Background: an optimization exercise with open tools, aiming at small area. Do not read the settings as production practice.
Function was checked by simulation only, so behaviour that the tests miss may differ from the original.
The clock port is modelled as an ideal driver; clocking choices that lean on that would not hold on a real chip.
Power figures rest on the tool's default switching activity, not on a simulated workload.

S:
Design uart, start of the top module:
module uart
	(
		input clk, rst,
		output rx_ready,
		input rx,  
		output [7:0] rx_data,
		input uart_rx,	 
		input tx,
		input [7:0] tx_data,
		output tx_full,	 
		output uart_tx
	);
Size in the first run: about 180 flip-flops.
==> module baudrate_gen, before the edit <==
module baudrate_gen
	(
		input clk, rst,
		output tick,
		output bit_tick
	);
	reg [9:0] lfsr;    
	reg [2:0] sub;     
	always @(posedge clk, posedge rst)
		if (rst)
			lfsr <= 10'd1;
		else
			lfsr <= {lfsr[8:0], lfsr[9] ^ lfsr[6]};
	assign tick = (lfsr == 10'd1);
	always @(posedge clk, posedge rst)
		if (rst)
			sub <= 3'b000;
		else if (tick)
			sub <= {sub[1:0], ~(sub[2] | sub[1])};
	assign bit_tick = tick & sub[2] & ~sub[1];
endmodule
==> module uart_tx, before the edit <==
module uart_tx
	(
		input clk, rst,
		input bit_tick,
		input avail,             
		input [7:0] data,
		output start,            
		output tx
	);
	reg busy, line;
	reg [8:0] sh;
	wire free = ~busy | ~|sh;
	assign start = bit_tick & free & avail;
	always @(posedge clk, posedge rst)
		if (rst) begin
			busy <= 1'b0;
			line <= 1'b1;
		end else if (bit_tick) begin
			if (free) begin
				busy <= avail;
				line <= ~avail;
			end else
				line <= sh[0];
		end
	always @(posedge clk)
		if (bit_tick) begin
			if (~free)
				sh <= {1'b0, sh[8:1]};
			else if (avail)
				sh <= {1'b1, data};
		end
	assign tx = line;
endmodule
export LEC_CHECK = 0
export CAP_MARGIN = 20
export CORE_MARGIN = 2
export CORE_UTILIZATION = 70
export CTS_BUF_LIST = sky130_fd_sc_hd__clkbuf_8
export SLEW_MARGIN = 20
create_clock -name core_clock -period 10.0 [get_ports {clk}]
standard.sh (not shown) runs the stock make flow with config.mk's settings and CLKGATE_MAP_FILE= SYNTH_SCRIPT=/design/flow/synth_recipe.tcl, a recipe that flattens the netlist after the stock synthesis.
==> flow/flow/run.sh <==
#!/bin/bash
# The standard layout (standard.sh), with three changes:
#  - ports are buffered with the smallest buffer;
#  - clock tree synthesis adds no dummy loads and builds the tree from
#    clkbuf_4 under a clkbuf_8 root;
#  - after clock tree synthesis, flow/post_cts.tcl gives each clock buffer the
#    smallest size that keeps the clock slew at its flip-flops low enough, and
#    each logic cell the smallest size that keeps timing, slew and load limits.
# make's output goes to standard.log; each step's own log is under orfs/logs.
set -euo pipefail
here=$(pwd)
export BUFFER_PORTS_ARGS="-buffer_cell sky130_fd_sc_hd__buf_1"
export CTS_ARGS="-sink_clustering_enable -repair_clock_nets -buf_list sky130_fd_sc_hd__clkbuf_4 -root_buf sky130_fd_sc_hd__clkbuf_8 -dont_use_dummy_load"
export POST_CTS_TCL="$here/flow/post_cts.tcl"
bash standard.sh > standard.log 2>&1
Other scripts of this flow, unchanged in this note and not shown: flow/flow/post_cts.tcl
Modified inputs, T compared to S
--- a/flow/design.v
+++ b/flow/design.v
@@ -10,9 +10,9 @@
 		if (rst)
 			lfsr <= 10'd1;
 		else
 			lfsr <= {lfsr[8:0], lfsr[9] ^ lfsr[6]};
-	assign tick = (lfsr == 10'd1);
+	assign tick = ~|lfsr[9:1];    
 	always @(posedge clk, posedge rst)
 		if (rst)
 			sub <= 3'b000;
 		else if (tick)
@@ -101,9 +101,9 @@
 		output tx
 	);
 	reg busy, line;
 	reg [8:0] sh;
-	wire free = ~busy | ~|sh;
+	wire free = ~|sh;
 	assign start = bit_tick & free & avail;
 	always @(posedge clk, posedge rst)
 		if (rst) begin
 			busy <= 1'b0;
@@ -115,14 +115,10 @@
 			end else
 				line <= sh[0];
 		end
 	always @(posedge clk)
-		if (bit_tick) begin
-			if (~free)
-				sh <= {1'b0, sh[8:1]};
-			else if (avail)
-				sh <= {1'b1, data};
-		end
+		if (bit_tick | ~busy)
+			sh <= {start, sh[8:1] | ({8{start}} & data)};
 	assign tx = line;
 endmodule
 module uart
 	(
Diff S -> T: clock network fraction of total power down 6.3 points, clock power level.
Changes observed in T relative to S: total cell area at the placement stage shrank by 33 um2; all-layer global routing usage grew by 1.5 points; area after synthesis shrank by about 0.47%.
Changes observed in T relative to S: met2 routed wirelength up about 10%, internal power up about 26%, maximum frequency down about 1.6%.
Going from S to T, the register-to-register slack was found to have gone up by 380 ps.
The minimum period implied by the final worst setup slack in T was higher than what S gave.
Summary of T over S: starting utilization of the core area flat, power density normalized to cell area up about 30%, height of the die flat, sequential share of layout area up 0.63 points.

## what the ideal ports hide
In the flow no input, the clock included, has a driving cell. The finished layouts below were timed again as built, in two steps.
Step 1 (the two cells are an assumption about what drives the block):
set clk [get_ports {clk}]
set_driving_cell -lib_cell sky130_fd_sc_hd__clkbuf_16 $clk
set_driving_cell -lib_cell sky130_fd_sc_hd__buf_2 [delete_from_list [all_inputs] $clk]
Step 2, shift: input delay + t, output delay - t, t = (earliest + latest rising clock arrival at the registers) / 2. This alone moves slack from input paths to output paths.
a / b / c = ideal ports / drivers / drivers and shift; a / b = the first two.
| run | shift t [ns] | setup slack, ns | latest minus earliest clock arrival (ns) | worst slew at a driven data input, ns | cell pins on the clock port's net |
|---|---|---|---|---|---|
| S | 0.429 | 6.151 / 6.120 / 6.408 | 0.031 / 0.031 | 0.03 | 1 |
| T | 0.418 | 6.088 / 6.058 / 6.365 | 0.023 / 0.023 | 0.04 | 1 |
After both steps setup and hold are still met in every run listed.
